Context: an optimization exercise on an open-source flow, tuned for small area and a short achievable clock period. The choices shown serve that exercise and are no tape-out recipe. Where RTL was checked, it was by simulation tests only, not by an equivalence proof against the original. For run 5, only the layout was checked, not whether the RTL still works. Power is estimated from default activity; no workload was simulated.

==> flow/design.v <==
module M216A_TopModule(
    input  wire       clk_i,
    input  wire       rst_i,
    input  wire [4:0] width_i,
    input  wire [4:0] height_i,
    output wire [7:0] index_x_o,
    output wire [7:0] index_y_o,
    output wire [3:0] strike_o
);
    wire [4:0] h = height_i;
    reg s10, s4, s3, s9, s13, s8, s78, s5, s6, s7, valid;
    reg ab0, ab1, ab2;    
    always @(posedge clk_i) begin
        valid <= |h[4:2];
        ab0 <= h == 5'd5 || h == 5'd10;
        ab1 <= h == 5'd6 || h == 5'd11 || h == 5'd12;
        ab2 <= h == 5'd4 || h == 5'd9 || h == 5'd12;
        s10 <= h == 5'd4;
        s4  <= h == 5'd6 || h == 5'd7;
        s3  <= h == 5'd8 || h == 5'd9;
        s9  <= h == 5'd11 || h == 5'd12;
        s13 <= h >= 5'd13;
        s8  <= h == 5'd4 || h == 5'd5;
        s78 <= h == 5'd7 || h == 5'd8;
        s5  <= h == 5'd9 || h == 5'd10;
        s6  <= h == 5'd5 || h == 5'd6;
        s7  <= h == 5'd10 || h == 5'd11;
    end
    wire [4:0] w = width_i;
    reg       started;
    reg [1:0] p;
    always @(posedge clk_i) begin
        if (rst_i) begin
            started <= 1'b0;
            p <= 2'd0;
        end else begin
            if (valid) started <= 1'b1;
            if (valid | started) p <= p + 2'd1;
        end
    end
    wire clr = ~started;
    reg  [52:1] RH, RT;
    wire [3:0] T1  = RT[4:1],   T2  = RT[8:5],   T3  = RT[12:9],  T4  = RT[16:13];
    wire [3:0] T5  = RT[20:17], T6  = RT[24:21], T7  = RT[28:25], T8  = RT[32:29];
    wire [3:0] T9  = RT[36:33], T10 = RT[40:37], T11 = RT[44:41], T12 = RT[48:45];
    wire [3:0] T13 = RT[52:49];
    wire [3:0] A0 = {4{s10}} & T10 | {4{s4}} & T4 | {4{s3}} & T3 | {4{s9}} & T9
                  | {4{s13}} & T13 | {4{ab0}};
    wire [3:0] A1 = {4{s8}} & T8 | {4{s78}} & T1 | {4{s5}} & T5 | {4{s13}} & T12
                  | {4{ab1}};
    wire [3:0] A2 = {4{s6}} & T6 | {4{s78}} & T2 | {4{s7}} & T7 | {4{s13}} & T11
                  | {4{ab2}};
    wire p01 = ~(s78 & s3);
    wire p02 = ~(s78 & s3 | s4 & s6 | s9 & s7);
    function cmp4;
        input [3:0] a, b;
        input c;
        integer i;
        reg r;
        begin
            r = c;
            for (i = 0; i < 4; i = i + 1)
                r = (~a[i] & b[i]) | (~a[i] & r) | (b[i] & r);
            cmp4 = r;
        end
    endfunction
    wire [3:0] klo = 4'd0 - w[3:0];
    wire [3:0] kn  = p[0] ? 4'd7 : klo;
    reg le01, le02, le12, f0, f1, f2;
    always @(posedge clk_i) begin
        le01 <= cmp4(A0, A1, p[0] ? le01 : p01);
        le02 <= cmp4(A0, A2, p[0] ? le02 : p02);
        le12 <= cmp4(A1, A2, ~p[0] | le12);
        f0   <= cmp4(A0, kn, ~p[0] | f0);
        f1   <= cmp4(A1, kn, ~p[0] | f1);
        f2   <= cmp4(A2, kn, ~p[0] | f2);
    end
    wire win0 = le01 & le02;
    wire win1 = ~le01 & le12;
    wire win2 = ~win0 & ~win1;
    wire fit = win0 & f0 | win1 & f1 | win2 & f2;
    reg wr0, wr1, wr2;
    always @(posedge clk_i) begin
        wr0 <= win0;
        wr1 <= win1;
        wr2 <= win2;
    end
    wire sel0 = p[0] ? wr0 : win0;    
    wire sel1 = p[0] ? wr1 : win1;
    wire sel2 = p[0] ? wr2 : win2;
    wire [3:0] Tsel = {4{sel0}} & A0 | {4{sel1}} & A1 | {4{sel2}} & A2;
    wire [3:0] cid = {4{win0 & s10}} & 4'd10 | {4{win0 & s4}} & 4'd4 | {4{win0 & s3}} & 4'd3
                   | {4{win0 & s9}} & 4'd9 | {4{win0 & s13}} & 4'd13
                   | {4{win1 & s8}} & 4'd8 | {4{win1 & s78}} & 4'd1 | {4{win1 & s5}} & 4'd5
                   | {4{win1 & s13}} & 4'd12
                   | {4{win2 & s6}} & 4'd6 | {4{win2 & s78}} & 4'd2 | {4{win2 & s7}} & 4'd7
                   | {4{win2 & s13}} & 4'd11;
    reg [4:0] wr;    
    reg [6:0] xq;
    reg inc;
    always @(posedge clk_i) begin
        wr <= width_i;
        if (p == 2'd2) xq[3:0] <= Tsel;
        if (p == 2'd3) xq[6:4] <= Tsel[2:0];
    end
    wire [4:0] lsum = xq[3:0] + wr[3:0];
    always @(posedge clk_i) inc <= lsum[4] | wr[4];
    wire [3:0] hsum = {1'b0, xq[6:4]} + {3'b0, inc};
    wire [3:0] sum = p[0] ? lsum[3:0] : hsum;    
    reg [3:0] code;
    always @(posedge clk_i) begin
        if (rst_i)
            code <= 4'd0;
        else if (p == 2'd2)
            code <= ~valid ? 4'd0 : (fit ? cid : 4'd15);
    end
    wire wph = p[0] ~^ p[1];    
    wire [3:0] wdat = sum & {4{~clr}};
    reg  [13:1] wen;
    integer s;
    always @(*) begin
        for (s = 1; s <= 13; s = s + 1)
            wen[s] = clr | (wph & (code == s));
    end
    always @(posedge clk_i) begin
        for (s = 1; s <= 13; s = s + 1) begin
            RH[4*s -: 4] <= RT[4*s -: 4];
            RT[4*s -: 4] <= wen[s] ? wdat : RH[4*s -: 4];
        end
    end
    reg [7:0] ytab;
    always @(*) begin
        case (code)
            4'd1:  ytab = 8'd0;
            4'd2:  ytab = 8'd8;
            4'd3:  ytab = 8'd16;
            4'd4:  ytab = 8'd25;
            4'd5:  ytab = 8'd32;
            4'd6:  ytab = 8'd42;
            4'd7:  ytab = 8'd48;
            4'd8:  ytab = 8'd59;
            4'd9:  ytab = 8'd64;
            4'd10: ytab = 8'd76;
            4'd11: ytab = 8'd80;
            4'd12: ytab = 8'd96;
            4'd13: ytab = 8'd112;
            default: ytab = 8'd128;
        endcase
    end
    reg ld, strike;
    always @(posedge clk_i) begin
        ld     <= ~rst_i & (p == 2'd1) & (code != 4'd0);
        strike <= code == 4'd15;
    end
    reg [6:0] xo, yo;
    reg       xy7;
    reg [3:0] so;
    always @(posedge clk_i) begin
        if (rst_i) begin
            xo  <= 7'd0;
            yo  <= 7'd0;
            xy7 <= 1'b0;
            so  <= 4'd0;
        end else if (ld) begin
            xo  <= strike ? 7'd0 : xq;
            yo  <= ytab[6:0];
            xy7 <= strike;
            if (strike) so <= so + 4'd1;
        end
    end
    assign index_x_o = {xy7, xo};
    assign index_y_o = {xy7, yo};
    assign strike_o  = so;
endmodule
==> flow/flow/run.sh <==
#!/bin/bash
# Standard layout with two changes: the port buffers are buf_2 cells, and
# synthesis maps the logic with flow/abc.script instead of ORFS's
# abc_speed.script (same synthesis otherwise, so the registers are the
# standard synthesis's).  Each step's output goes to its own log here.
set -e
rm -rf scripts_abc
cp -r "$FLOW_HOME/scripts" scripts_abc
cp flow/abc.script scripts_abc/abc_speed.script
export BUFFER_PORTS_ARGS="-buffer_cell sky130_fd_sc_hd__buf_2"
bash standard.sh SCRIPTS_DIR="$PWD/scripts_abc" CTS_ARGS='-sink_clustering_enable -repair_clock_nets -dont_use_dummy_load -buf_list {sky130_fd_sc_hd__clkbuf_4 sky130_fd_sc_hd__clkbuf_8}' finish > standard.log 2>&1
==> flow/flow/abc.script <==
strash
&get -n
&fraig -x
&put
scorr
dc2
dretime
strash
&get -n
&dch -f
&nf
&put
==> flow/standard.sh <==
#!/bin/bash
# synth_recipe.tcl (not shown) runs the flow's synth.tcl, then flattens the netlist and writes it again
# the make line also repeats each setting of config.mk as NAME=value (left out here)
make -C /OpenROAD-flow-scripts/flow DESIGN_CONFIG=/design/flow/config.mk WORK_HOME=/design/flow/orfs CLKGATE_MAP_FILE= SYNTH_SCRIPT=/design/flow/synth_recipe.tcl "${@:-finish}"
==> flow/config.mk <==
export PLATFORM = sky130hd
export DESIGN_NAME = M216A_TopModule
export DESIGN_NICKNAME = M216A_TopModule
export VERILOG_FILES = /design/flow/design.v
export SDC_FILE = /design/flow/constraint.sdc
export NUM_CORES = 4
export LEC_CHECK = 0
export CAP_MARGIN = 20
export CORE_MARGIN = 2
export CORE_UTILIZATION = 40
export CTS_BUF_LIST = sky130_fd_sc_hd__clkbuf_4 sky130_fd_sc_hd__clkbuf_8
export GPL_TIMING_DRIVEN = 0
export SETUP_SLACK_MARGIN = 2.2
export SLEW_MARGIN = 20
==> flow/constraint.sdc <==
create_clock -name core_clock -period 4.0 [get_ports {clk_i}]
set_input_delay 0.8000 -clock core_clock [delete_from_list [all_inputs] [get_ports {clk_i}]]
set_output_delay 0.8000 -clock core_clock [all_outputs]
set_load 0.01 [all_outputs]
==> impl_metrics.csv, run 1 <==
group,metric,value,unit
run_status,status,"no timing/DRC/antenna violations",
yosys,synth_area,5820,sq um
yosys,ys_top_cells_by_area,"dfxtp_1 (55%), o21ai_0 (5.9%), nand3_1 (4.1%), nand2_1 (4.1%), edfxtp_1 (3.6%)",
drt,detail_route.wirelength.met1,7030,um
placed_design,place_ws,1.53,ns
sta,timing.final.hold_violations,0,
setup_path,worst-path-max-fanout,4,
sta,fin_crit_sh,46.1,%
yosys,synthDistinctLibCells,45,
drt,route.met3.wl,844,um
placed_design,finalWeightedCongestion,0.831,
sta,worst_pin_slew,0.750,ns
placed_design,port-buffer-count,31,
yosys,asyncSetResetFlopFracSynth,0,%
setup_path,worstSetupEndpointType,"flop",
clock_tree,tritoncts,"done",
placed_design,post-dp-hpwl,9620,um
sta,fin_clk_skew,0.0203,ns
drt,drt-wirelength-per-cell,18.2,um
clock_tree,cts-buffers-inserted,17,
drt,dr_total_vias,4660,
clock_tree,root_buffer,"clkbuf_8",
drt,topRoutingLayerUsed,"met4",
sta,tns,0,ns
cells_and_area,final_layout_size_suffix_gt1_share,22.0,%
cells_and_area,growth_of_design_area_from_synthesis_to_finish,21.5,%
yosys,synthesis.nets,609,
cells_and_area,number_of_nets_in_the_finished_design,685,
yosys,synth_warnings,1,
global_route,total_congestion_overflow_after_global_routing,0,
yosys,synth-edff-count,7,
clock_tree,cts_num_sinks,168,
yosys,avgSynthCellArea,10.0,sq um
yosys,synth_sequential_area_ratio,59.0,%
global_route,first_pass_grt_wire_length,23700,um
yosys,syn_inst,581,
die,dieWidth,125,um
pwr,power.ir.vdd_worst,0.175,mV
sta,rsz0062_at_grt,"yes",
sta,drv_slew,0,
sta,achievable-frequency,542,MHz
pwr,leakagePower,2.70,nW
yosys,flops_latches_synth,168,
drt,route.detailed.vias_per_inst,5.55,
yosys,ys.flop_type,"dfxtp_1",
clock_tree,clk_transition_reported_paths,0.07,ns
die,core-area,14400,sq um
die,die_area,15500,sq um
die,rows,44,
drt,wl_met2,7010,um
setup_path,crit_type,"flop to flop",
drt,detail_route.wirelength,15300,um
setup_path,timing.critical_path.required,4.32,ns
clock_tree,h-tree-depth,4,
yosys,synth_largest_area_cell,"dfxtp_1",
drt,ant_nets,0,
cells_and_area,finalCoreUtilization,49.2,%
global_route,via_count_of_the_first_global_routing_pass,4302,
sta,finalSetupViolations,0,
global_route,grt_usage,19.7,%
sta,timing.final.crit_period,1.84,ns
drt,detail_route.drc_violations,0,
job,maxCapViolations,0,
pwr,cellPowerDensity,437,nW/um^2
clock_tree,clock_latency,0.45,ns
sta,slew_headroom,50.0,%
setup_path,worstPathArrival,2.16,ns
drt,drt_pre_antenna_iters,5,
global_route,grt_start_max_net_pins,39,
global_route,antenna_violations_before_repair,0,
die,die_y,125,um
min_path,hold_path.class,"flop to flop",
sta,worst_slack,2.16,ns
yosys,synth_top_cell_area_share,55.4,%
clock_tree,cts_buffer_depth,2,
die,io_pins,32,
setup_path,cp-start-kind,"flop",
die,effective_utilization_at_floorplan,40.5,%
drt,first_iter_violations,342,
cells_and_area,n_antenna_cell,0,
## timing repair
| action | in CTS | in global routing |
|---|---|---|
| pin swaps | 17 | 19 |
| setup buffers | 12 | 9 |
| gates cloned | 2 | 1 |
| hold buffers | 0 | 0 |
| endpoints found under the setup margin | 72 | 71 |
| resized for setup | 52 | 69 |
## sequential cells by signal, summed over array words and instances (netlist names), 2 cells and up
signal,count
code,4
xq,7
yo,7
RH,52
wr,5
xo,7
RT,52
p,2
so,4
## metal layers
metal | global-route usage [%] | vias up
li1 | - | 2259
met1 | 25.9 | 2246
met2 | 29.7 | 131
met3 | 5.88 | 24
met4 | 9.32 | 0
met5 | 0 | -
## path summary, 6_finish.rpt
| path | from | to | slack [ns] | cells past startpoint |
|---|---|---|---|---|
| hold reg to reg | RT[28] | RH[28] | 0.33 | 0 |
| setup / recovery | xq[1] | RT[8] | 2.16 | 8 |
| setup reg to reg | xq[1] | RT[8] | 2.16 | 8 |
| hold / removal | RT[28] | RH[28] | 0.33 | 0 |
## metrics by stage
step           area (sq um)  power (W)  hold slack (ns)  instances
2_1_floorplan          5880    0.00203            0.330        581
3_3_place_gp           6270    0.00213            0.337        796
3_5_place_dp           6300    0.00215            0.337        798
4_1_cts                6780    0.00308            0.337        829
5_1_grt                7070    0.00323            0.352        839
6_report               7070    0.00309            0.332        839
## critical path, cell delays in order, from the launching register on
cell	delay (ns)
edfxtp_1	0.47
ha_4	0.25
a21o_1	0.19
a21oi_2	0.15
xnor2_1	0.09
o211ai_1	0.16
buf_4	0.21
buf_8	0.15
o21ai_1	0.06
## synthesized netlist by cell type, types with 2 or more instances
cell	number
or3_1	2
nand4_1	2
a2bb2oi_1	4
nor2b_1	13
o21ai_0	69
maj3_1	2
and3_1	9
a41o_1	3
a222oi_1	10
o22ai_1	6
a221oi_1	5
xnor2_1	4
and2_0	11
a22oi_1	13
nor3_1	5
nand2b_1	9
a21oi_1	37
clkinv_1	14
a21o_1	3
nor2_1	34
edfxtp_1	7
nand3_1	48
mux2_1	2
ha_1	15
o21bai_1	5
nand2_1	63
o31ai_1	2
buf_4	2
dfxtp_1	161
a211oi_1	5
a311oi_1	2
## kinds of logic (layout without fill, tap and decap cells)
group | count (synthesis) | after routing | share of synthesized area, %
multiplexers | 3 | 3 | 0.559
flip-flops | 168 | 168 | 59.0
XOR/XNOR | 5 | 5 | 0.752
adder cells (fa/ha/maj) | 18 | 18 | 3.91
AND/OR/NAND/NOR | 197 | 198 | 15.9
AO/OA/AOI/OAI | 174 | 175 | 18.7
buffers and inverters | 16 | 88 | 1.16
## cell usage in the layout (no fill, tap or decap), types with 11 or more instances in the layout
cell type	n
a21oi_1	36
a22oi_1	12
buf_2	29
buf_4	16
clkbuf_8	17
dfxtp_1	147
ha_1	11
nand2_1	55
nand3_1	48
nor2_1	32
nor2b_1	11
o21ai_0	39
o21ai_1	12
o21ai_2	16
## area by class of cell
class                      instances  area [sq um]
buffer                             2          22.5
sequential                       168          3470
clock buffer                      17           234
inverter                          14          82.6
multi-input combinational        399          2620
fill                            1319          7300
tap                              184           230
timing repair buffer              55           417
## where the power goes
group          total [W]  switching, W  internal (W)
sequential       0.00179     0.0000540       0.00174
combinational   0.000412      0.000248      0.000164
clock           0.000881      0.000506      0.000375
total            0.00309      0.000808       0.00228
==> inputs of run 2 (changes only) <==
==> flow/flow/abc.script (replaced) <==
strash
&get -n
&fraig -x
&put
scorr
dc2
dretime
strash
&get -n
&dch -f
&nf -R 1000
&put
--- a/flow/config.mk
+++ b/flow/config.mk
@@ -10,5 +10,5 @@
 export CORE_UTILIZATION = 40
 export CTS_BUF_LIST = sky130_fd_sc_hd__clkbuf_4 sky130_fd_sc_hd__clkbuf_8
 export GPL_TIMING_DRIVEN = 0
-export SETUP_SLACK_MARGIN = 2.2
+export SETUP_SLACK_MARGIN = 2.05
 export SLEW_MARGIN = 20
==> impl_metrics.csv, run 2 <==
group,metric,value,unit
run_status,status,"no timing/DRC/antenna violations",
placed_design,post-dp-hpwl,9630,um
drt,drt_pre_antenna_iters,7,
yosys,flops_latches_synth,168,
pwr,leakagePower,2.59,nW
global_route,antenna_violations_before_repair,0,
sta,achievable-frequency,515,MHz
yosys,syn_inst,589,
yosys,synth_area,5800,sq um
placed_design,finalWeightedCongestion,0.853,
setup_path,critical_path.most_common_cell,"nand2_1",
setup_path,worstPathArrival,2.30,ns
drt,first_iter_violations,369,
yosys,post-synth-top-count-cell,"dfxtp_1",
sta,fin_crit_sh,48.5,%
cells_and_area,n_antenna_cell,0,
sta,timing.final.hold_violations,0,
pwr,total_power,0.00304,W
die,dieWidth,124,um
setup_path,worstSetupEndpointType,"flop",
die,core-area,14000,sq um
sta,timing.final.crit_period,1.94,ns
pwr,cellPowerDensity,447,nW/um^2
clock_tree,cts-buffers-inserted,17,
yosys,synth_largest_area_cell,"dfxtp_1",
yosys,avgSynthCellArea,9.84,sq um
sta,drv_slew,0,
placed_design,port-buffer-count,31,
global_route,grt_start_max_net_pins,38,
clock_tree,cts_num_sinks,168,
setup_path,timing.critical_path.cells,"ha_1, fa_1, nand2_1, nand2_1, o22ai_4, buf_12, nand2_4, o21ai_0",
clock_tree,tritoncts,"done",
placed_design,place_area,6270,sq um
yosys,synthesis.nets,617,
clock_tree,clk_transition_reported_paths,0.08,ns
cells_and_area,number_of_nets_in_the_finished_design,691,
yosys,ys.flop_type,"dfxtp_1",
setup_path,cp-start-kind,"flop",
yosys,asyncSetResetFlopFracSynth,0,%
sta,finalSetupViolations,0,
yosys,ys_top_cells_by_area,"dfxtp_1 (56%), o21ai_0 (6.2%), nand2_1 (4.5%), nand3_1 (4.4%), edfxtp_1 (3.6%)",
yosys,synth-edff-count,7,
drt,route.detailed.vias_per_inst,5.49,
drt,detail_route.drc_violations,0,
global_route,total_congestion_overflow_after_global_routing,0,
clock_tree,clock_latency,0.45,ns
cells_and_area,final_common_cell,"dfxtp_1",
clock_tree,ctsHoldBuffers,0,
die,rows,43,
global_route,via_count_of_the_first_global_routing_pass,4319,
sta,slew_headroom,43.4,%
setup_path,crit_type,"flop to flop",
yosys,synth_sequential_area_ratio,59.2,%
setup_path,crit_path_max_incr_delay,0.41,ns
cells_and_area,biggestRegsByFlops,"RH (52), RT (52)",
drt,drt-wirelength-per-cell,17.0,um
drt,ant_nets,0,
global_route,grt_usage,18.1,%
global_route,first_pass_grt_wire_length,22500,um
die,die_area,15500,sq um
yosys,synth_top_cell_area_share,55.6,%
drt,detail_route.wirelength,14300,um
yosys,ys_top_cells_by_count,"dfxtp_1 (161), o21ai_0 (72), nand2_1 (70)",
cells_and_area,final_layout_size_suffix_gt1_share,17.2,%
sta,fin_clk_skew,0.0156,ns
clock_tree,root_buffer,"clkbuf_8",
drt,dr_total_vias,4616,
sta,tns,0,ns
setup_path,worst-path-max-fanout,6,
cells_and_area,layout.cells.most_common_list,"dfxtp_1 (151), o21ai_0 (67), nand2_1 (65)",
setup_path,timing.critical_path.required,4.36,ns
cells_and_area,final_cells,841,
placed_design,dp.cells,803,
cells_and_area,final.fill_count,1313,
die,effective_utilization_at_floorplan,41.3,%
die,die_y,124,um
pwr,power.ir.vdd_worst,0.238,mV
min_path,hold_path.class,"flop to flop",
cells_and_area,growth_of_design_area_from_synthesis_to_finish,17.3,%
sta,worst_pin_slew,0.847,ns
setup_path,cp_max_delay_cell,"edfxtp_1",
sta,rsz0062_at_grt,"yes",
job,maxCapViolations,0,
die,io_pins,32,
clock_tree,cts_buffer_depth,2,
cells_and_area,fin_area,6800,sq um
clock_tree,h-tree-depth,4,
sta,finalHoldWorstSlack,0.336,ns
yosys,synth_warnings,1,
yosys,synthDistinctLibCells,41,
## run 2: logic make-up after synthesis
kind of cell,share of synthesized area (%)
and+or+nand+nor,17.1
muxes,0.194
buffers and inverters,1.23
xor gates and xnor gates,0.755
DFF,59.2
AOI/OAI and AO/OA,17.1
adders and majority gates,4.45
## run 2: stage by stage
stage / setup slack (ns) / utilization (%)
after global placement: 1.04 / 44.3
after detailed placement: 1.48 / 44.7
after floorplan: 1.75 / -
final: 2.06 / 48.4
after global routing: 1.99 / 48.4
after CTS: 2.03 / 46.9
## run 2: cell type report
type,count,area (sq um),area share (%)
clock buffer,17,234,3.44
sequential,168,3460,50.8
timing repair buffer,54,363,5.33
inverter,15,80.1,1.18
buffer,2,15.0,0.221
multi-input combinational,405,2430,35.7
tap,180,225,3.31
## run 2: report_power, final
group	internal (W)	total, W	switching, W
logic	0.000148	0.000378	0.000230
registers	0.00174	0.00179	0.0000490
clock network	0.000375	0.000873	0.000498
## run 2: worst paths after layout
| kind | endpoint | startpoint | slack, ns | depth (start not counted) |
|---|---|---|---|---|
| worst max register to register | RT[47] | xq[0] | 2.06 | 8 |
| worst min register to register | RH[52] | RT[52] | 0.34 | 0 |
| worst min-delay path | RH[52] | RT[52] | 0.34 | 0 |
| worst max-delay path | RT[47] | xq[0] | 2.06 | 8 |
## run 2: what timing repair did
| item | in CTS | in global routing |
|---|---|---|
| pin swaps | 3 | 7 |
| resized for setup | 20 | 29 |
| gates cloned | 0 | 1 |
| endpoints found under the setup margin | 63 | 55 |
| hold endpoints to repair | 0 | 0 |
| setup buffers | 5 | 15 |
## run 2: metal layers
layer / vias up / track usage [%] / share of wire (%)
li1: 2261 / - / -
met1: 2176 / 24.8 / 48
met2: 157 / 28.0 / 45
met3: 22 / 5.15 / 5.9
met4: 0 / 5.22 / 1.0
met5: - / 0 / 0
## run 2: critical path, delay by kind of cell, from the launching register on
kind,cells,cell delay (ns)
adder cells (fa/ha/maj),2,0.62
AND/OR/NAND/NOR,3,0.27
flip-flops,1,0.41
AO/OA/AOI/OAI,2,0.42
buffers and inverters,1,0.15
==> inputs of run 3 (changes only) <==
==> flow/flow/abc.script (replaced) <==
strash
&get -n
&fraig -x
&put
scorr
dc2
dretime
strash
&get -n
&dch -f
&nf
&put
==> impl_metrics.csv, run 3 <==
group,metric,value,unit
run_status,status,"no timing/DRC/antenna violations",
sta,fin_clk_skew,0.0184,ns
die,effective_utilization_at_floorplan,40.5,%
setup_path,crit_end,"RT[27]",
yosys,flops_latches_synth,168,
placed_design,place_ws,1.34,ns
placed_design,place_area,6270,sq um
clock_tree,clk_transition_reported_paths,0.08,ns
sta,rsz0062_at_grt,"yes",
yosys,ys_top_cells_by_area,"dfxtp_1 (55%), o21ai_0 (5.9%), nand3_1 (4.1%), nand2_1 (4.1%), edfxtp_1 (3.6%)",
drt,detail_route.drc_violations,0,
global_route,grt_start_max_net_pins,39,
yosys,ys_top_cells_by_count,"dfxtp_1 (161), o21ai_0 (69), nand2_1 (63)",
sta,timing.final.hold_violations,0,
clock_tree,tritoncts,"done",
drt,detail_route.wirelength,14500,um
clock_tree,cts-buffers-inserted,17,
cells_and_area,final_layout_size_suffix_gt1_share,15.4,%
clock_tree,clock_latency,0.46,ns
clock_tree,cts_num_sinks,168,
die,core-area,14400,sq um
yosys,post-synth-top-count-cell,"dfxtp_1",
die,rows,44,
cells_and_area,final_cells,828,
placed_design,post-dp-hpwl,9850,um
die,io_pins,32,
sta,fin_crit_sh,47.5,%
global_route,grt_usage,18.9,%
min_path,hold_path.class,"flop to flop",
yosys,synthesis.nets,609,
pwr,leakagePower,2.56,nW
drt,ant_nets,0,
yosys,avgSynthCellArea,10.0,sq um
drt,route.detailed.vias_per_inst,5.53,
job,maxCapViolations,0,
cells_and_area,n_antenna_cell,0,
clock_tree,ctsHoldBuffers,0,
yosys,synth_top_cell_area_share,55.4,%
die,dieWidth,125,um
setup_path,reg2reg_end,"RT[27]",
setup_path,crit_type,"flop to flop",
drt,first_iter_violations,287,
sta,slew_headroom,44.2,%
yosys,syn_inst,581,
yosys,synthDistinctLibCells,45,
global_route,first_pass_grt_wire_length,23100,um
cells_and_area,fin_area,6730,sq um
setup_path,worst-path-max-fanout,7,
yosys,asyncSetResetFlopFracSynth,0,%
global_route,via_count_of_the_first_global_routing_pass,4415,
cells_and_area,biggestRegsByFlops,"RH (52), RT (52)",
setup_path,timing.critical_path.required,4.38,ns
setup_path,timing.reg2reg.setup_slack,2.10,ns
cells_and_area,growth_of_design_area_from_synthesis_to_finish,15.6,%
setup_path,worstPathArrival,2.28,ns
placed_design,finalWeightedCongestion,0.815,
sta,worst_pin_slew,0.835,ns
setup_path,timing.critical_path.from,"xq[0]",
drt,dr_total_vias,4578,
global_route,total_congestion_overflow_after_global_routing,0,
cells_and_area,final.fill_count,1360,
placed_design,dp.cells,798,
drt,drt_pre_antenna_iters,5,
yosys,synth_area,5820,sq um
pwr,cellPowerDensity,452,nW/um^2
setup_path,r2r_depth,7,
sta,finalHoldWorstSlack,0.349,ns
sta,timing.final.crit_period,1.90,ns
sta,tns,0,ns
pwr,power.ir.vdd_worst,0.256,mV
die,die_y,125,um
sta,worst_slack,2.10,ns
setup_path,cp-start-kind,"flop",
cells_and_area,number_of_nets_in_the_finished_design,674,
yosys,synth_sequential_area_ratio,59.0,%
clock_tree,h-tree-depth,4,
die,die_area,15500,sq um
yosys,synth-edff-count,7,
cells_and_area,final_common_cell,"dfxtp_1",
yosys,ys.flop_type,"dfxtp_1",
yosys,synth_largest_area_cell,"dfxtp_1",
setup_path,reg2reg_from,"xq[0]",
sta,drv_slew,0,
yosys,synth_warnings,1,
clock_tree,root_buffer,"clkbuf_8",
setup_path,worstSetupEndpointType,"flop",
sta,finalSetupViolations,0,
sta,achievable-frequency,527,MHz
drt,drt-wirelength-per-cell,17.5,um
clock_tree,cts_buffer_depth,2,
placed_design,port-buffer-count,31,
cells_and_area,layout.cells.most_common_list,"dfxtp_1 (157), nand2_1 (59), o21ai_0 (58)",
global_route,antenna_violations_before_repair,0,
[run 3: cell count changes after synthesis, moves of 3 or more]
cell	before	now
o21ai_0	72	69
a21oi_1	40	37
o211ai_1	4	1
maj3_1	5	2
nor2_1	40	34
nand3_1	51	48
nand2_1	70	63
a2bb2oi_1	0	4
a22oi_1	6	13
[run 3: final cells by class]
| cell class | count | area (sq um) | share of cell area [%] |
|---|---|---|---|
| sequential | 168 | 3440 | 51.2 |
| multi-input combinational | 398 | 2470 | 36.7 |
| timing repair buffer | 45 | 273 | 4.06 |
| clock buffer | 17 | 234 | 3.48 |
| tap | 184 | 230 | 3.42 |
| inverter | 14 | 60.1 | 0.893 |
| buffer | 2 | 15.0 | 0.223 |
[run 3: report_power, final]
part           leakage, nW  total (W)  switching [W]  internal [W]
clock network        0.122   0.000885       0.000511      0.000374
registers             1.37    0.00180      0.0000541       0.00174
logic                 1.07   0.000358       0.000222      0.000137
total                 2.56    0.00304       0.000786       0.00225
[run 3: worst min-delay path by stage]
stage                     cells after the start      to   start  slack (ns)
after CTS                                     0  RH[50]  RT[50]        0.35
after global placement                        0   RH[2]   RT[2]        0.33
after detailed placement                      0  RH[31]  RT[31]        0.34
final                                         0  RH[50]  RT[50]        0.35
after global routing                          0  RH[34]  RT[34]        0.36
after floorplan                               0  RH[31]  RT[31]        0.33
[run 3: per-stage QoR]
stage / power [W] / util [%]
floorplan: 0.00203 / -
global placement: 0.00213 / 43.4
detailed placement: 0.00215 / 43.6
CTS: 0.00303 / 45.9
global route: 0.00317 / 46.8
finish: 0.00304 / 46.8
[run 3: layer usage]
layer	vias to the layer above	global-route usage [%]	routed length, um
met2	157	28.6	6550
met5	-	0	0
met1	2159	24.8	6600
li1	2234	-	-
met3	28	5.93	905
met4	0	8.39	410
[run 3: critical path, stage by stage (launching register included)]
cell,delay (ns)
edfxtp_1,0.42
ha_2,0.21
fa_2,0.35
nand2_2,0.08
nand2_2,0.07
o22ai_4,0.34
nand2_8,0.18
o21ai_2,0.16
[run 3: cell families after synthesis]
kind of cell / after synthesis / share of synthesized area [%]
XOR/XNOR: 5 / 0.752
adder cells (fa/ha/maj): 18 / 3.91
multiplexers: 3 / 0.559
buffers and inverters: 16 / 1.16
flip-flops: 168 / 59.0
AO/OA/AOI/OAI: 174 / 18.7
AND/OR/NAND/NOR: 197 / 15.9
[run 3: repair_timing]
item	4_1_cts	5_1_grt
pin swaps	3	9
buffers inserted	6	6
cloned	0	1
setup endpoints to repair	64	58
gates resized for setup	10	34
==> inputs of run 4 (changes only) <==
--- a/flow/config.mk
+++ b/flow/config.mk
@@ -7,8 +7,9 @@
 export LEC_CHECK = 0
 export CAP_MARGIN = 20
 export CORE_MARGIN = 2
-export CORE_UTILIZATION = 40
+export CORE_UTILIZATION = 65
 export CTS_BUF_LIST = sky130_fd_sc_hd__clkbuf_4 sky130_fd_sc_hd__clkbuf_8
 export GPL_TIMING_DRIVEN = 0
+export PLACE_DENSITY = 0.75
 export SETUP_SLACK_MARGIN = 2.05
 export SLEW_MARGIN = 20
==> impl_metrics.csv, run 4 <==
group,metric,value,unit
placed_design,dp.cells,722,
sta,rsz0062_at_grt,"yes",
global_route,grt_usage,28.5,%
sta,worst_pin_slew,0.814,ns
clock_tree,cts_num_sinks,168,
cells_and_area,finalCoreUtilization,75.9,%
drt,route.detailed.vias_per_inst,6.17,
sta,tns,0,ns
yosys,flops_latches_synth,168,
yosys,ys_top_cells_by_count,"dfxtp_1 (161), o21ai_0 (69), nand2_1 (63)",
global_route,via_count_of_the_first_global_routing_pass,4445,
cells_and_area,growth_of_design_area_from_synthesis_to_finish,13.7,%
setup_path,worstPathArrival,2.07,ns
yosys,synth_top_cell_area_share,55.4,%
yosys,synthDistinctLibCells,45,
pwr,power_frac_seq,59.4,%
pwr,power.switching,0.000763,W
placed_design,port-buffer-count,31,
drt,detail_route.drc_violations,0,
sta,timing.final.hold_violations,0,
sta,slew_headroom,45.6,%
drt,dr_total_vias,4648,
drt,ant_nets,0,
yosys,ys.flop_type,"dfxtp_1",
sta,timing.final.crit_period,1.90,ns
cells_and_area,final_layout_size_suffix_gt1_share,14.6,%
yosys,avgSynthCellArea,10.0,sq um
sta,fin_crit_sh,47.5,%
global_route,first_pass_grt_wire_length,21700,um
yosys,synth_sequential_area_ratio,59.0,%
setup_path,cp-start-kind,"flop",
clock_tree,h-tree-depth,4,
yosys,ys_top_cells_by_area,"dfxtp_1 (55%), o21ai_0 (5.9%), nand3_1 (4.1%), nand2_1 (4.1%), edfxtp_1 (3.6%)",
setup_path,timing.critical_path.required,4.17,ns
yosys,synth-edff-count,7,
sta,finalHoldWorstSlack,0.329,ns
clock_tree,clk_transition_reported_paths,0.09,ns
yosys,synth_warnings,1,
pwr,power.ir.vdd_worst,0.356,mV
min_path,min_delay_worst_endpoint,"RH[27]",
setup_path,r2r_depth,4,
die,die_area,9730,sq um
global_route,grt_start_max_net_pins,29,
cells_and_area,final_cells,753,
global_route,antenna_violations_before_repair,0,
clock_tree,cts_buffer_depth,2,
pwr,power_switching_share,25.3,%
sta,achievable-frequency,526,MHz
placed_design,finalWeightedCongestion,0.905,
clock_tree,root_buffer,"clkbuf_8",
setup_path,reg2reg_from,"s5",
die,io_pins,32,
pwr,power.share.clock,28.8,%
job,maxCapViolations,0,
clock_tree,clock_latency,0.44,ns
clock_tree,ctsHoldBuffers,0,
die,dieWidth,98.6,um
setup_path,reg2reg_end,"xq[6]",
cells_and_area,biggestRegsByFlops,"RH (52), RT (52)",
run_status,status,"no timing/DRC/antenna violations",
yosys,asyncSetResetFlopFracSynth,0,%
clock_tree,cts-buffers-inserted,17,
yosys,post-synth-top-count-cell,"dfxtp_1",
cells_and_area,number_of_nets_in_the_finished_design,675,
yosys,syn_inst,581,
sta,finalSetupViolations,0,
pwr,cellPowerDensity,456,nW/um^2
die,effective_utilization_at_floorplan,66.7,%
drt,drt-wirelength-per-cell,17.9,um
drt,first_iter_violations,393,
min_path,holdPathStages,0,
setup_path,worstSetupEndpointType,"flop",
die,core-area,8720,sq um
yosys,synthesis.nets,609,
cells_and_area,final_common_cell,"dfxtp_1",
yosys,synth_area,5820,sq um
setup_path,worst-path-max-fanout,6,
placed_design,post-dp-hpwl,9190,um
die,rows,34,
die,die_y,98.6,um
setup_path,timing.reg2reg.setup_slack,2.10,ns
cells_and_area,layout.cells.most_common_list,"dfxtp_1 (154), nand2_1 (61), o21ai_0 (60)",
yosys,synth_largest_area_cell,"dfxtp_1",
pwr,p_int,0.00226,W
pwr,leakagePower,2.57,nW
global_route,total_congestion_overflow_after_global_routing,0,
min_path,hold_path.class,"flop to flop",
drt,detail_route.wirelength,13500,um
sta,fin_clk_skew,0.0321,ns
setup_path,crit_type,"flop to flop",
clock_tree,tritoncts,"done",
sta,drv_slew,0,
pwr,comb_power_share,11.7,%
cells_and_area,n_antenna_cell,0,
min_path,timing.hold.worst.start,"RT[27]",
drt,drt_pre_antenna_iters,7,
## run 4: cell counts after synthesis
No cell type changed its count.
## run 4: area by class of cell
cell class,count,area [sq um]
plain buffers,2,15.0
clock buffers,17,234
fillers,640,2100
inverters,14,57.6
multi-input cells,398,2430
flip-flops and latches,168,3450
well taps,108,135
repair buffers,46,300
## run 4: worst max-delay path by stage
| stage | slack [ns] | from | end | depth (start not counted) |
|---|---|---|---|---|
| floorplan | 1.99 | width_i[1] | f2 | 7 |
| global placement | 1.08 | started | RT[52] | 2 |
| detailed placement | 1.49 | p[0] | RT[5] | 6 |
| CTS | 2.04 | xq[0] | RT[51] | 8 |
| global route | 1.98 | RT[31] | xq[2] | 4 |
| finish | 2.10 | s5 | xq[6] | 4 |
## run 4: power groups by stage
stage	Sequential [W]	Combinational, W	Clock, W
finish	0.00180	0.000355	0.000871
global route	0.00180	0.000390	0.000942
CTS	0.00180	0.000326	0.000880
detailed placement	0.00184	0.000300	0
global placement	0.00184	0.000281	0
floorplan	0.00182	0.000203	0
## run 4: metrics by stage
stage,total power (W),cell area [sq um],worst slack (ns)
CTS,0.00301,6520,2.04
detailed placement,0.00214,6180,1.49
global placement,0.00212,6140,1.08
global route,0.00313,6620,1.98
finish,0.00302,6620,2.10
floorplan,0.00203,5850,1.99
## run 4: layer usage
layer	vias to the layer above	share of wire, %	wire length, um	track usage (%)
met1	2183	44	5880	37.1
met5	-	0	0	0
li1	2238	-	-	-
met2	192	47	6380	46.5
met4	0	2.3	310	10.0
met3	35	6.8	923	7.38
## run 4: logic make-up after synthesis
logic type | after synthesis | share of synthesized area (%)
AND/OR/NAND/NOR | 197 | 15.9
AO/OA/AOI/OAI | 174 | 18.7
flip-flops | 168 | 59.0
adder cells (fa/ha/maj) | 18 | 3.91
buffers and inverters | 16 | 1.16
XOR/XNOR | 5 | 0.752
multiplexers | 3 | 0.559
## run 4: timing repair
action,in CTS,in global routing
endpoints found under the setup margin,61,56
gates resized for setup,18,18
pin swaps,4,5
buffers inserted,5,8
cloned,1,0
## run 4: worst max-delay path, cell delays in order, from the launching register on
cell and delay, ns:
dfxtp_2 0.36, a222oi_1 0.46, nand2_1 0.27, a222oi_1 0.49, inv_2 0.07
==> inputs of run 5 (changes only) <==
--- a/flow/design.v
+++ b/flow/design.v
@@ -103,7 +103,9 @@
         if (p == 2'd2) xq[3:0] <= Tsel;
         if (p == 2'd3) xq[6:4] <= Tsel[2:0];
     end
-    wire [4:0] lsum = xq[3:0] + wr[3:0];
+    reg [3:0] xl;    
+    always @(posedge clk_i) xl <= Tsel;
+    wire [4:0] lsum = xl + wr[3:0];
     always @(posedge clk_i) inc <= lsum[4] | wr[4];
     wire [3:0] hsum = {1'b0, xq[6:4]} + {3'b0, inc};
     wire [3:0] sum = p[0] ? lsum[3:0] : hsum;    
--- a/flow/config.mk
+++ b/flow/config.mk
@@ -7,9 +7,8 @@
 export LEC_CHECK = 0
 export CAP_MARGIN = 20
 export CORE_MARGIN = 2
-export CORE_UTILIZATION = 65
+export CORE_UTILIZATION = 40
 export CTS_BUF_LIST = sky130_fd_sc_hd__clkbuf_4 sky130_fd_sc_hd__clkbuf_8
 export GPL_TIMING_DRIVEN = 0
-export PLACE_DENSITY = 0.75
 export SETUP_SLACK_MARGIN = 2.05
 export SLEW_MARGIN = 20
==> impl_metrics.csv, run 5 <==
group,metric,value,unit
clock_tree,tritoncts,"done",
sta,achievable-frequency,528,MHz
min_path,hold_path.class,"flop to flop",
setup_path,worst-path-max-fanout,6,
cells_and_area,number_of_nets_in_the_finished_design,673,
cells_and_area,fin_area,6740,sq um
placed_design,port-buffer-count,31,
die,effective_utilization_at_floorplan,40.7,%
setup_path,crit_type,"flop to flop",
cells_and_area,final.fill_count,1399,
die,io_pins,32,
clock_tree,root_buffer,"clkbuf_8",
job,maxCapViolations,0,
placed_design,finalWeightedCongestion,0.870,
global_route,via_count_of_the_first_global_routing_pass,4519,
setup_path,timing.critical_path.required,4.18,ns
cells_and_area,final_common_cell,"dfxtp_1",
drt,detail_route.drc_violations,0,
global_route,first_pass_grt_wire_length,23300,um
global_route,grt_usage,18.8,%
drt,first_iter_violations,273,
setup_path,timing.critical_path.cells,"a222oi_1, nand2_2, a222oi_1, inv_2",
yosys,synthDistinctLibCells,45,
sta,worst_pin_slew,0.838,ns
clock_tree,h-tree-depth,4,
setup_path,cp_max_delay_cell,"a222oi_1",
yosys,flops_latches_synth,172,
yosys,ys.flop_type,"dfxtp_1",
die,die_area,15700,sq um
clock_tree,cts-buffers-inserted,17,
sta,fin_crit_sh,47.4,%
drt,route.detailed.vias_per_inst,5.56,
die,core-area,14500,sq um
global_route,total_congestion_overflow_after_global_routing,0,
setup_path,worstPathArrival,2.07,ns
sta,finalSetupViolations,0,
clock_tree,ctsHoldBuffers,0,
die,dieWidth,125,um
cells_and_area,final_layout_size_suffix_gt1_share,14.5,%
placed_design,place_area,6350,sq um
sta,slew_headroom,44.1,%
clock_tree,cts_buffer_depth,2,
cells_and_area,layout.cells.most_common_list,"dfxtp_1 (159), o21ai_0 (66), nand2_1 (61)",
yosys,ys_top_cells_by_count,"dfxtp_1 (165), o21ai_0 (66), nand2_1 (64)",
die,rows,44,
cells_and_area,growth_of_design_area_from_synthesis_to_finish,14.3,%
pwr,cellPowerDensity,459,nW/um^2
yosys,synth_top_cell_area_share,56.0,%
cells_and_area,n_antenna_cell,0,
yosys,synth_warnings,1,
setup_path,worstSetupEndpointType,"flop",
yosys,post-synth-top-count-cell,"dfxtp_1",
sta,drv_slew,0,
setup_path,crit_path_max_incr_delay,0.52,ns
pwr,total_power,0.00309,W
sta,timing.final.crit_period,1.90,ns
cells_and_area,final_cells,827,
pwr,power.ir.vdd_worst,0.203,mV
die,die_y,125,um
yosys,synth_area,5900,sq um
yosys,synth_sequential_area_ratio,59.6,%
clock_tree,cts_num_sinks,172,
yosys,synthesis.nets,611,
sta,tns,0,ns
yosys,synth-edff-count,7,
yosys,syn_inst,583,
yosys,ys_top_cells_by_area,"dfxtp_1 (56%), o21ai_0 (5.6%), nand3_1 (4.2%), nand2_1 (4.1%), edfxtp_1 (3.6%)",
run_status,status,"no timing/DRC/antenna violations",
yosys,avgSynthCellArea,10.1,sq um
setup_path,critical_path.most_common_cell,"a222oi_1",
sta,rsz0062_at_grt,"yes",
placed_design,dp.cells,800,
cells_and_area,biggestRegsByFlops,"RH (52), RT (52)",
yosys,asyncSetResetFlopFracSynth,0,%
global_route,grt_start_max_net_pins,38,
sta,timing.final.hold_violations,0,
yosys,synth_largest_area_cell,"dfxtp_1",
drt,dr_total_vias,4594,
clock_tree,clk_transition_reported_paths,0.08,ns
global_route,antenna_violations_before_repair,0,
cells_and_area,finalCoreUtilization,46.5,%
setup_path,cp-start-kind,"flop",
drt,drt_pre_antenna_iters,5,
placed_design,post-dp-hpwl,9760,um
drt,drt-wirelength-per-cell,17.2,um
pwr,leakagePower,2.59,nW
drt,detail_route.wirelength,14300,um
sta,fin_clk_skew,0.0270,ns
drt,ant_nets,0,
clock_tree,clock_latency,0.46,ns
[run 5: worst max-delay path, delay by kind of cell, from the launching register on]
family	cells	cell delay, ns
AO/OA/AOI/OAI	2	0.90
flip-flops	1	0.39
AND/OR/NAND/NOR	1	0.23
buffers and inverters	1	0.10
[run 5: worst paths after layout]
kind	from	endpoint	slack, ns	cells after the start
worst max register to register	s3	xq[6]	2.10	4
worst min-delay path	RT[13]	RH[13]	0.34	0
worst max-delay path	s3	xq[6]	2.10	4
worst min register to register	RT[13]	RH[13]	0.34	0
[run 5: logic make-up after synthesis]
logic type	after synthesis	synth area share [%]
and+or+nand+nor	199	15.8
DFF	172	59.6
AOI/OAI and AO/OA	171	18.4
adders and majority gates	19	4.03
buffers and inverters	15	1.08
xor gates and xnor gates	5	0.743
muxes	2	0.361
[run 5: what timing repair did]
action / 4_1_cts / 5_1_grt
pin swaps: 6 / 8
resized for setup: 11 / 16
setup buffers: 6 / 4
endpoints found under the setup margin: 70 / 37
[run 5: layout make-up]
class                   count  area (sq um)  area share [%]
clock buffers              17           234            3.47
flip-flops and latches    172          3520            52.3
plain buffers               2          15.0           0.223
well taps                 184           230            3.42
inverters                  13          52.6           0.780
multi-input cells         396          2420            36.0
repair buffers             43           258            3.83
[run 5: report_power, final]
part / internal [W] / leakage [nW] / switching (W) / total, W
Combinational: 0.000139 / 1.06 / 0.000209 / 0.000348
Clock: 0.000375 / 0.122 / 0.000525 / 0.000901
Sequential: 0.00179 / 1.41 / 0.0000601 / 0.00185
Total: 0.00230 / 2.59 / 0.000794 / 0.00309
[run 5: per-stage QoR]
| step | hold WS (ns) | worst slack, ns |
|---|---|---|
| floorplan | 0.330 | 2.04 |
| global placement | 0.336 | 1.00 |
| detailed placement | 0.339 | 1.37 |
| CTS | 0.339 | 2.05 |
| global route | 0.342 | 1.99 |
| finish | 0.338 | 2.10 |
[run 5: routing by layer]
layer | vias up | share of wire, % | global-route usage [%]
li1 | 2249 | - | -
met1 | 2193 | 46 | 24.1
met2 | 127 | 47 | 31.1
met3 | 25 | 5.1 | 4.49
met4 | 0 | 1.7 | 6.93
met5 | - | 0 | 0
==> inputs of run 6 (changes only) <==
--- a/flow/design.v
+++ b/flow/design.v
@@ -103,9 +103,7 @@
         if (p == 2'd2) xq[3:0] <= Tsel;
         if (p == 2'd3) xq[6:4] <= Tsel[2:0];
     end
-    reg [3:0] xl;    
-    always @(posedge clk_i) xl <= Tsel;
-    wire [4:0] lsum = xl + wr[3:0];
+    wire [4:0] lsum = xq[3:0] + wr[3:0];
     always @(posedge clk_i) inc <= lsum[4] | wr[4];
     wire [3:0] hsum = {1'b0, xq[6:4]} + {3'b0, inc};
     wire [3:0] sum = p[0] ? lsum[3:0] : hsum;    
--- a/flow/flow/run.sh
+++ b/flow/flow/run.sh
@@ -7,5 +7,5 @@
 rm -rf scripts_abc
 cp -r "$FLOW_HOME/scripts" scripts_abc
 cp flow/abc.script scripts_abc/abc_speed.script
-export BUFFER_PORTS_ARGS="-buffer_cell sky130_fd_sc_hd__buf_2"
+export BUFFER_PORTS_ARGS="-buffer_cell sky130_fd_sc_hd__buf_1"
 bash standard.sh SCRIPTS_DIR="$PWD/scripts_abc" CTS_ARGS='-sink_clustering_enable -repair_clock_nets -dont_use_dummy_load -buf_list {sky130_fd_sc_hd__clkbuf_4 sky130_fd_sc_hd__clkbuf_8}' finish > standard.log 2>&1
==> impl_metrics.csv, run 6 <==
group,metric,value,unit
setup_path,worst-path-max-fanout,6,
sta,timing.final.hold_violations,0,
pwr,comb_power_share,12.0,%
setup_path,cp-start-kind,"flop",
drt,drt_pre_antenna_iters,5,
cells_and_area,layout.area.seq,3450,sq um
sta,achievable-frequency,532,MHz
pwr,power.ir.vdd_worst,0.197,mV
cells_and_area,final_layout_size_suffix_gt1_share,11.2,%
clock_tree,cts-buffers-inserted,17,
sta,timing.final.crit_period,1.88,ns
setup_path,worstSetupEndpointType,"flop",
pwr,p_int,0.00226,W
pwr,power.switching,0.000784,W
cells_and_area,final_common_cell,"dfxtp_1",
sta,drv_slew,0,
yosys,synth_largest_area_cell,"dfxtp_1",
yosys,synth_top_cell_area_share,55.4,%
yosys,synth_warnings,1,
sta,fin_clk_skew,0.0259,ns
setup_path,crit_type,"flop to flop",
run_status,status,"no timing/DRC/antenna violations",
placed_design,post-dp-hpwl,9700,um
cells_and_area,final.fill_count,1354,
pwr,leakagePower,2.48,nW
die,effective_utilization_at_floorplan,40.5,%
die,die_area,15500,sq um
sta,rsz0062_at_grt,"no",
global_route,grt_start_max_net_pins,38,
placed_design,finalWeightedCongestion,0.809,
cells_and_area,multi_input_comb_area,2460,sq um
clock_tree,cts_num_sinks,168,
pwr,cellPowerDensity,451,nW/um^2
drt,dr_total_vias,4529,
yosys,synthDistinctLibCells,45,
drt,detail_route.drc_violations,0,
placed_design,place_ws,1.39,ns
setup_path,cp_max_delay_cell,"edfxtp_1",
die,die_y,125,um
clock_tree,tritoncts,"done",
clock_tree,root_buffer,"clkbuf_8",
die,io_pins,32,
sta,slew_headroom,43.7,%
global_route,antenna_violations_before_repair,0,
pwr,power_switching_share,25.8,%
yosys,ys_top_cells_by_count,"dfxtp_1 (161), o21ai_0 (69), nand2_1 (63)",
yosys,synth-edff-count,7,
sta,tns,0,ns
sta,worst_slack,2.12,ns
setup_path,crit_path_max_incr_delay,0.41,ns
cells_and_area,layout.cells.most_common_list,"dfxtp_1 (153), nand2_1 (58), o21ai_0 (51)",
setup_path,worstPathArrival,2.26,ns
setup_path,timing.critical_path.cells,"ha_1, fa_2, nand2_2, nand2_1, o22ai_4, buf_12, nand2_4, o21ai_1",
job,maxCapViolations,0,
sta,finalSetupViolations,0,
yosys,avgSynthCellArea,10.0,sq um
die,rows,44,
cells_and_area,fin_area,6740,sq um
drt,detail_route.wirelength,14400,um
sta,fin_crit_sh,47.0,%
pwr,power_frac_seq,59.0,%
cells_and_area,n_antenna_cell,0,
setup_path,timing.critical_path.required,4.38,ns
yosys,ys.flop_type,"dfxtp_1",
yosys,post-synth-top-count-cell,"dfxtp_1",
die,dieWidth,125,um
yosys,asyncSetResetFlopFracSynth,0,%
global_route,via_count_of_the_first_global_routing_pass,4252,
clock_tree,clock_latency,0.46,ns
yosys,synth_area,5820,sq um
clock_tree,clk_transition_reported_paths,0.09,ns
clock_tree,h-tree-depth,4,
yosys,synthesis.nets,609,
sta,worst_pin_slew,0.844,ns
die,core-area,14400,sq um
yosys,ys_top_cells_by_area,"dfxtp_1 (55%), o21ai_0 (5.9%), nand3_1 (4.1%), nand2_1 (4.1%), edfxtp_1 (3.6%)",
placed_design,port-buffer-count,31,
cells_and_area,number_of_nets_in_the_finished_design,680,
drt,drt-wirelength-per-cell,17.3,um
drt,first_iter_violations,318,
pwr,power.share.clock,29.0,%
yosys,synth_sequential_area_ratio,59.0,%
global_route,grt_usage,18.2,%
cells_and_area,finalCoreUtilization,46.9,%
global_route,first_pass_grt_wire_length,22300,um
cells_and_area,biggestRegsByFlops,"RH (52), RT (52)",
min_path,hold_path.class,"flop to flop",
yosys,flops_latches_synth,168,
placed_design,place_area,6230,sq um
global_route,total_congestion_overflow_after_global_routing,0,
cells_and_area,growth_of_design_area_from_synthesis_to_finish,15.8,%
clock_tree,cts_buffer_depth,2,
drt,ant_nets,0,
yosys,syn_inst,581,
drt,route.detailed.vias_per_inst,5.43,
[run 6: cell types whose count changed in the layout (fill, tap and decap cells not counted), moves of 3 or more]
cell / delta
nand2_1: -3
o21ai_1: +17
o21ai_0: -15
buf_2: -31
buf_4: +5
buf_1: +30
clkinv_1: +3
dfxtp_1: -6
and2_0: +4
[run 6: power by group through the flow]
stage          combinational (W)  sequential, W  clock, W
2_1_floorplan           0.000203        0.00182         0
3_3_place_gp            0.000285        0.00184         0
3_5_place_dp            0.000306        0.00184         0
4_1_cts                 0.000317        0.00180  0.000906
5_1_grt                 0.000400        0.00180  0.000969
6_report                0.000366        0.00179  0.000883
[run 6: stage by stage]
step           hold slack, ns  total power [W]  instances
4_1_cts                 0.349          0.00302        820
3_5_place_dp            0.339          0.00214        798
5_1_grt                 0.354          0.00317        834
3_3_place_gp            0.335          0.00213        796
6_report                0.343          0.00304        834
2_1_floorplan           0.330          0.00203        581
[run 6: cells by family (layout without fill, tap and decap cells)]
logic type | after synthesis | in the layout | synth area share (%)
simple gates | 197 | 198 | 15.9
fa+ha+maj | 18 | 18 | 3.91
xor+xnor | 5 | 5 | 0.752
flops | 168 | 168 | 59.0
mux | 3 | 3 | 0.559
buf+inv | 16 | 84 | 1.16
compound gates | 174 | 174 | 18.7
[run 6: final timing paths]
kind	end	cells after the start	from	slack (ns)
worst max-delay path	RT[51]	8	xq[0]	2.12
worst min-delay path	RH[34]	0	RT[34]	0.34
worst max register to register	RT[51]	8	xq[0]	2.12
worst min register to register	RH[34]	0	RT[34]	0.34
[run 6: critical path: cells and delay by family, from the launching register on]
| family | cells | cell delay (ns) |
|---|---|---|
| fa+ha+maj | 2 | 0.61 |
| compound gates | 2 | 0.40 |
| buf+inv | 1 | 0.15 |
| simple gates | 3 | 0.26 |
| flops | 1 | 0.41 |
[run 6: final cells by class]
cell class                 count  share of cell area [%]
sequential                   168                    51.2
multi-input combinational    398                    36.5
timing repair buffer          51                    4.40
clock buffer                  17                    3.47
tap                          184                    3.41
inverter                      14                   0.891
buffer                         2                   0.223
[run 6: what timing repair did]
action,in CTS,in global routing
cloned,0,1
buffers inserted,5,13
hold buffers,0,0
gates resized for setup,9,43
setup endpoints to repair,67,57
pin swaps,4,6
[run 6: metal layers]
| metal | GRT usage (%) | wire [um] | vias to the layer above |
|---|---|---|---|
| met5 | 0 | 0 | - |
| met4 | 6.35 | 237 | 0 |
| met3 | 5.11 | 841 | 22 |
| met2 | 28.7 | 6560 | 130 |
| met1 | 23.9 | 6750 | 2135 |
| li1 | - | - | 2242 |
==> inputs of run 7 (changes only) <==
--- a/flow/config.mk
+++ b/flow/config.mk
@@ -12,3 +12,4 @@
 export GPL_TIMING_DRIVEN = 0
 export SETUP_SLACK_MARGIN = 2.05
 export SLEW_MARGIN = 20
+export TNS_END_PERCENT = 5
==> impl_metrics.csv, run 7 <==
group,metric,value,unit
cells_and_area,number_of_nets_in_the_finished_design,667,
drt,drt_pre_antenna_iters,5,
die,dieWidth,125,um
sta,timing.final.hold_violations,0,
die,effective_utilization_at_floorplan,40.5,%
drt,drt-wirelength-per-cell,17.3,um
sta,fin_clk_skew,0.0230,ns
yosys,synthesis.nets,609,
setup_path,crit_type,"flop to flop",
die,rows,44,
clock_tree,clock_latency,0.45,ns
yosys,synth-edff-count,7,
setup_path,timing.critical_path.required,4.15,ns
cells_and_area,growth_of_design_area_from_synthesis_to_finish,12.4,%
yosys,post-synth-top-count-cell,"dfxtp_1",
drt,detail_route.drc_violations,0,
die,die_y,125,um
cells_and_area,final_cells,821,
die,die_area,15500,sq um
yosys,synth_largest_area_cell,"dfxtp_1",
pwr,power.ir.vdd_worst,0.251,mV
placed_design,dp.cells,798,
clock_tree,ctsHoldBuffers,0,
yosys,synth_area,5820,sq um
cells_and_area,final_layout_size_suffix_gt1_share,6.28,%
sta,rsz0062_at_grt,"yes",
yosys,syn_inst,581,
sta,slew_headroom,44.7,%
global_route,grt_start_max_net_pins,39,
yosys,synth_sequential_area_ratio,59.0,%
setup_path,worstPathArrival,2.16,ns
yosys,ys_top_cells_by_area,"dfxtp_1 (55%), o21ai_0 (5.9%), nand3_1 (4.1%), nand2_1 (4.1%), edfxtp_1 (3.6%)",
clock_tree,cts_buffer_depth,2,
drt,route.detailed.vias_per_inst,5.51,
yosys,asyncSetResetFlopFracSynth,0,%
clock_tree,cts_num_sinks,168,
drt,dr_total_vias,4524,
sta,finalSetupViolations,0,
placed_design,port-buffer-count,31,
drt,first_iter_violations,338,
global_route,first_pass_grt_wire_length,22100,um
yosys,flops_latches_synth,168,
pwr,comb_power_share,10.9,%
pwr,leakagePower,2.39,nW
global_route,antenna_violations_before_repair,0,
clock_tree,h-tree-depth,4,
sta,drv_slew,0,
cells_and_area,biggestRegsByFlops,"RH (52), RT (52)",
die,io_pins,32,
cells_and_area,final_common_cell,"dfxtp_1",
placed_design,post-dp-hpwl,9550,um
clock_tree,tritoncts,"done",
pwr,power.switching,0.000770,W
job,maxCapViolations,0,
die,core-area,14400,sq um
sta,timing.final.crit_period,2.01,ns
sta,fin_crit_sh,50.2,%
pwr,power_frac_seq,59.8,%
min_path,hold_path.class,"flop to flop",
cells_and_area,n_antenna_cell,0,
clock_tree,clk_transition_reported_paths,0.08,ns
pwr,power.share.clock,29.3,%
global_route,via_count_of_the_first_global_routing_pass,4157,
clock_tree,root_buffer,"clkbuf_8",
global_route,grt_usage,18.1,%
setup_path,worst-path-max-fanout,16,
yosys,synthDistinctLibCells,45,
sta,tns,0,ns
cells_and_area,layout.cells.most_common_list,"dfxtp_1 (158), o21ai_0 (67), nand2_1 (62)",
yosys,synth_top_cell_area_share,55.4,%
setup_path,crit_path_max_incr_delay,0.45,ns
setup_path,worstSetupEndpointType,"flop",
yosys,avgSynthCellArea,10.0,sq um
yosys,synth_warnings,1,
placed_design,finalWeightedCongestion,0.816,
pwr,power_switching_share,25.6,%
yosys,ys_top_cells_by_count,"dfxtp_1 (161), o21ai_0 (69), nand2_1 (63)",
drt,detail_route.wirelength,14200,um
setup_path,cp-start-kind,"flop",
pwr,p_int,0.00224,W
setup_path,cp_max_delay_cell,"dfxtp_2",
clock_tree,cts-buffers-inserted,17,
sta,achievable-frequency,498,MHz
setup_path,timing.critical_path.cells,"a221oi_1, nand2_1, a222oi_1, clkinv_1",
setup_path,path_buf_inv,1,
run_status,status,"no timing/DRC/antenna violations",
global_route,total_congestion_overflow_after_global_routing,0,
drt,ant_nets,0,
yosys,ys.flop_type,"dfxtp_1",
sta,worst_pin_slew,0.829,ns
pwr,cellPowerDensity,460,nW/um^2
setup_path,critical_path.top_delay_family,"compound AO/OA/AOI/OAI gates",
[run 7: worst register-to-register path, cell delays in order, from the launching register on]
cell and delay, ns:
dfxtp_2 0.45, a221oi_1 0.43, nand2_1 0.28, a222oi_1 0.38
clkinv_1 0.17
[run 7: area by class of cell]
class                   count  area (sq um)
multi-input cells         398          2380
fillers                  1372          7830
clock buffers              17           234
flip-flops and latches    168          3440
well taps                 184           230
plain buffers               2          15.0
inverters                  14          57.6
repair buffers             38           183
[run 7: timing repair]
| action | CTS | global route |
|---|---|---|
| pin swaps | 2 | 1 |
| setup buffers | 4 | 1 |
| setup endpoints to repair | 67 | 62 |
| resized for setup | 9 | 6 |
| gates cloned | 0 | 1 |
[run 7: routing by layer]
metal  vias up  track usage (%)  share of wire (%)
met1      2130             24.4                 47
met2       155             27.8                 45
met3        17             4.38                6.9
li1       2222                -                  -
met4         0             7.60                1.8
met5         -                0                  0
[run 7: cell families (layout without fill, tap and decap cells)]
group	Yosys count	in the layout	synth area share (%)
AOI/OAI and AO/OA	174	175	18.7
xor gates and xnor gates	5	5	0.752
adders and majority gates	18	18	3.91
buffers and inverters	16	71	1.16
DFF	168	168	59.0
muxes	3	3	0.559
and+or+nand+nor	197	197	15.9
[run 7: path summary, 6_finish.rpt]
| path | end | slack (ns) | cells after the start | from |
|---|---|---|---|---|
| worst max-delay path | xq[6] | 1.99 | 4 | s13 |
| worst max register to register | xq[6] | 1.99 | 4 | s13 |
| worst min register to register | RH[17] | 0.34 | 0 | RT[17] |
| worst min-delay path | RH[17] | 0.34 | 0 | RT[17] |
[run 7: metrics by stage]
step	utilization, %	hold slack, ns	setup slack (ns)	area (sq um)	total power [W]
after floorplan	-	0.330	1.89	5820	0.00202
after global placement	42.9	0.334	1.07	6170	0.00212
after detailed placement	43.2	0.338	1.43	6210	0.00214
after CTS	45.2	0.339	1.98	6500	0.00302
after global routing	45.5	0.351	1.87	6540	0.00313
final	45.5	0.340	1.99	6540	0.00301
[run 7: power by group through the flow]
stage / registers (W) / clock network (W) / logic (W)
2_1_floorplan: 0.00182 / 0 / 0.000201
3_3_place_gp: 0.00184 / 0 / 0.000282
3_5_place_dp: 0.00183 / 0 / 0.000302
4_1_cts: 0.00180 / 0.000909 / 0.000315
5_1_grt: 0.00181 / 0.000955 / 0.000363
6_report: 0.00180 / 0.000881 / 0.000328
==> inputs of run 8 (changes only) <==
--- a/flow/config.mk
+++ b/flow/config.mk
@@ -10,6 +10,6 @@
 export CORE_UTILIZATION = 40
 export CTS_BUF_LIST = sky130_fd_sc_hd__clkbuf_4 sky130_fd_sc_hd__clkbuf_8
 export GPL_TIMING_DRIVEN = 0
-export SETUP_SLACK_MARGIN = 2.05
+export SETUP_SLACK_MARGIN = 2.35
 export SLEW_MARGIN = 20
 export TNS_END_PERCENT = 5
==> impl_metrics.csv, run 8 <==
group,metric,value,unit
run_status,status,"no timing/DRC/antenna violations",
drt,drt_pre_antenna_iters,5,
yosys,ys.flop_type,"dfxtp_1",
pwr,power.share.clock,28.7,%
die,rows,44,
placed_design,post-dp-hpwl,9710,um
clock_tree,tritoncts,"done",
drt,detail_route.drc_violations,0,
drt,detail_route.wirelength,14900,um
die,dieWidth,125,um
sta,tns,0,ns
yosys,syn_inst,581,
die,die_y,125,um
setup_path,crit_type,"flop to flop",
job,maxCapViolations,0,
drt,ant_nets,0,
yosys,ys_top_cells_by_area,"dfxtp_1 (55%), o21ai_0 (5.9%), nand3_1 (4.1%), nand2_1 (4.1%), edfxtp_1 (3.6%)",
sta,rsz0062_at_grt,"yes",
yosys,synth-edff-count,7,
yosys,synth_area,5820,sq um
sta,timing.final.crit_period,1.87,ns
global_route,first_pass_grt_wire_length,23900,um
clock_tree,clk_transition_reported_paths,0.09,ns
placed_design,finalWeightedCongestion,0.809,
setup_path,worstPathArrival,2.18,ns
cells_and_area,final_common_cell,"dfxtp_1",
cells_and_area,biggestRegsByFlops,"RH (52), RT (52)",
cells_and_area,number_of_nets_in_the_finished_design,676,
min_path,hold_path.class,"flop to flop",
placed_design,port-buffer-count,31,
global_route,grt_start_max_net_pins,29,
pwr,power_switching_share,26.0,%
yosys,ys_top_cells_by_count,"dfxtp_1 (161), o21ai_0 (69), nand2_1 (63)",
pwr,power.switching,0.000796,W
sta,worst_pin_slew,0.802,ns
clock_tree,cts_num_sinks,168,
clock_tree,h-tree-depth,4,
yosys,synth_warnings,1,
clock_tree,cts-buffers-inserted,17,
die,core-area,14400,sq um
die,effective_utilization_at_floorplan,40.5,%
sta,fin_clk_skew,0.0319,ns
drt,drt-wirelength-per-cell,18.0,um
placed_design,place_area,6290,sq um
cells_and_area,fin_area,6790,sq um
yosys,synthesis.nets,609,
pwr,power_frac_seq,58.7,%
pwr,comb_power_share,12.5,%
clock_tree,clock_latency,0.45,ns
yosys,synthDistinctLibCells,45,
sta,fin_crit_sh,46.7,%
cells_and_area,final_layout_size_suffix_gt1_share,12.4,%
die,die_area,15500,sq um
clock_tree,cts_buffer_depth,2,
global_route,grt_usage,19.7,%
setup_path,cp-start-kind,"flop",
drt,dr_total_vias,4594,
pwr,cellPowerDensity,451,nW/um^2
drt,route.detailed.vias_per_inst,5.53,
setup_path,worst-path-max-fanout,7,
die,io_pins,32,
yosys,asyncSetResetFlopFracSynth,0,%
drt,first_iter_violations,489,
yosys,synth_sequential_area_ratio,59.0,%
sta,finalSetupViolations,0,
global_route,total_congestion_overflow_after_global_routing,0,
yosys,post-synth-top-count-cell,"dfxtp_1",
sta,achievable-frequency,536,MHz
cells_and_area,layout.cells.most_common_list,"dfxtp_1 (155), nand2_1 (58), nand3_1 (48)",
setup_path,timing.critical_path.required,4.31,ns
sta,drv_slew,0,
global_route,via_count_of_the_first_global_routing_pass,4420,
sta,timing.final.hold_violations,0,
global_route,antenna_violations_before_repair,0,
cells_and_area,final.fill_count,1356,
pwr,power.ir.vdd_worst,0.235,mV
cells_and_area,n_antenna_cell,0,
yosys,synth_top_cell_area_share,55.4,%
cells_and_area,growth_of_design_area_from_synthesis_to_finish,16.7,%
pwr,leakagePower,2.50,nW
yosys,synth_largest_area_cell,"dfxtp_1",
yosys,avgSynthCellArea,10.0,sq um
sta,slew_headroom,46.5,%
setup_path,worstSetupEndpointType,"flop",
yosys,flops_latches_synth,168,
clock_tree,root_buffer,"clkbuf_8",
pwr,p_int,0.00227,W
-- run 8: logic make-up after synthesis --
| family | share of synthesized area, % |
|---|---|
| buffers and inverters | 1.16 |
| flip-flops | 59.0 |
| XOR/XNOR | 0.752 |
| AND/OR/NAND/NOR | 15.9 |
| adder cells (fa/ha/maj) | 3.91 |
| multiplexers | 0.559 |
| AO/OA/AOI/OAI | 18.7 |
-- run 8: path summary, 6_finish.rpt --
kind	start	slack [ns]	to	cells past startpoint
worst max-delay path	xq[0]	2.13	RT[30]	5
worst min-delay path	RT[23]	0.33	RH[23]	0
worst max register to register	xq[0]	2.13	RT[30]	5
worst min register to register	RT[23]	0.33	RH[23]	0
-- run 8: routing by layer --
metal / wire length [um] / up-vias / global-route usage, %
li1: - / 2238 / -
met1: 6990 / 2187 / 26.4
met2: 6820 / 152 / 31.0
met3: 845 / 17 / 4.85
met4: 278 / 0 / 7.40
met5: 0 / - / 0
-- run 8: cell type report --
| type | count | area, sq um | area share (%) |
|---|---|---|---|
| Buffer | 2 | 15.0 | 0.221 |
| Clock buffer | 17 | 234 | 3.44 |
| Inverter | 14 | 82.6 | 1.22 |
| Multi-Input combinational cell | 399 | 2510 | 36.9 |
| Sequential cell | 168 | 3450 | 50.7 |
| Tap cell | 184 | 230 | 3.39 |
| Timing Repair Buffer | 46 | 279 | 4.11 |
-- run 8: per-stage QoR --
step | setup WS (ns) | instances | total power [W] | util, % | hold slack, ns
detailed placement | 1.58 | 798 | 0.00215 | 43.8 | 0.336
finish | 2.13 | 830 | 0.00306 | 47.3 | 0.335
CTS | 2.15 | 827 | 0.00306 | 46.7 | 0.338
global placement | 0.972 | 796 | 0.00214 | 43.5 | 0.337
floorplan | 2.06 | 581 | 0.00204 | - | 0.330
global route | 2.03 | 830 | 0.00320 | 47.3 | 0.342
-- run 8: repair_timing --
action | 4_1_cts | 5_1_grt
pin swaps | 11 | 10
hold buffers | 0 | 0
endpoints found under the hold margin | 0 | 0
setup endpoints to repair | 99 | 100
gates cloned | 2 | 0
resized for setup | 39 | 23
setup buffers | 10 | 3
-- run 8: worst max-delay path: stages, from the launching register on --
cell      delay [ns]
edfxtp_1        0.43
ha_4            0.19
fa_2            0.41
o21ai_2         0.26
o21bai_4        0.28
o21ai_0         0.16
-- run 8: power by group through the flow --
stage,sequential [W],clock [W],combinational [W]
finish,0.00180,0.000880,0.000384
global route,0.00180,0.000971,0.000419
detailed placement,0.00184,0,0.000314
global placement,0.00184,0,0.000296
floorplan,0.00182,0,0.000212
CTS,0.00180,0.000905,0.000363

==> static timing again, ports no longer ideal <==
The flow's constraints put no driver on any port. The routed layouts listed below were extracted and timed again, unchanged, in two steps. Step 1 sets driving cells, clkbuf_16 on the clock port and buf_2 on the other inputs (assumed; they add their load-dependent delay and slew). Step 2 times the ports against the registers' clock, not the clock port: input delays grow and output delays shrink by t, the midpoint of the rising clock arrivals with the driver on. a / b / c = ideal / step 1 / step 2; a / b = the first two.
| run | t, ns | slack for setup (ns) | worst slew at a driven data input, ns | cell pins on the clock port's net |
|---|---|---|---|---|
| run 1 | 0.477 | 2.155 / 2.155 / 1.746 | 0.03 | 1 |
| run 2 | 0.474 | 2.060 / 2.060 / 1.619 | 0.04 | 1 |
| run 3 | 0.487 | 2.102 / 2.102 / 1.689 | 0.03 | 1 |
| run 4 | 0.456 | 2.098 / 2.098 / 1.718 | 0.03 | 1 |
| run 5 | 0.480 | 2.105 / 2.105 / 1.781 | 0.03 | 1 |
| run 6 | 0.482 | 2.121 / 2.121 / 1.666 | 0.03 | 1 |
| run 7 | 0.475 | 1.994 / 1.994 / 1.600 | 0.03 | 1 |
| run 8 | 0.473 | 2.133 / 2.133 / 1.721 | 0.03 | 1 |
After both steps every run listed still meets setup and hold. For run 6, which loses most, drivers alone change the setup slack by 0.000 ns; drivers and shift together by -0.455 ns.
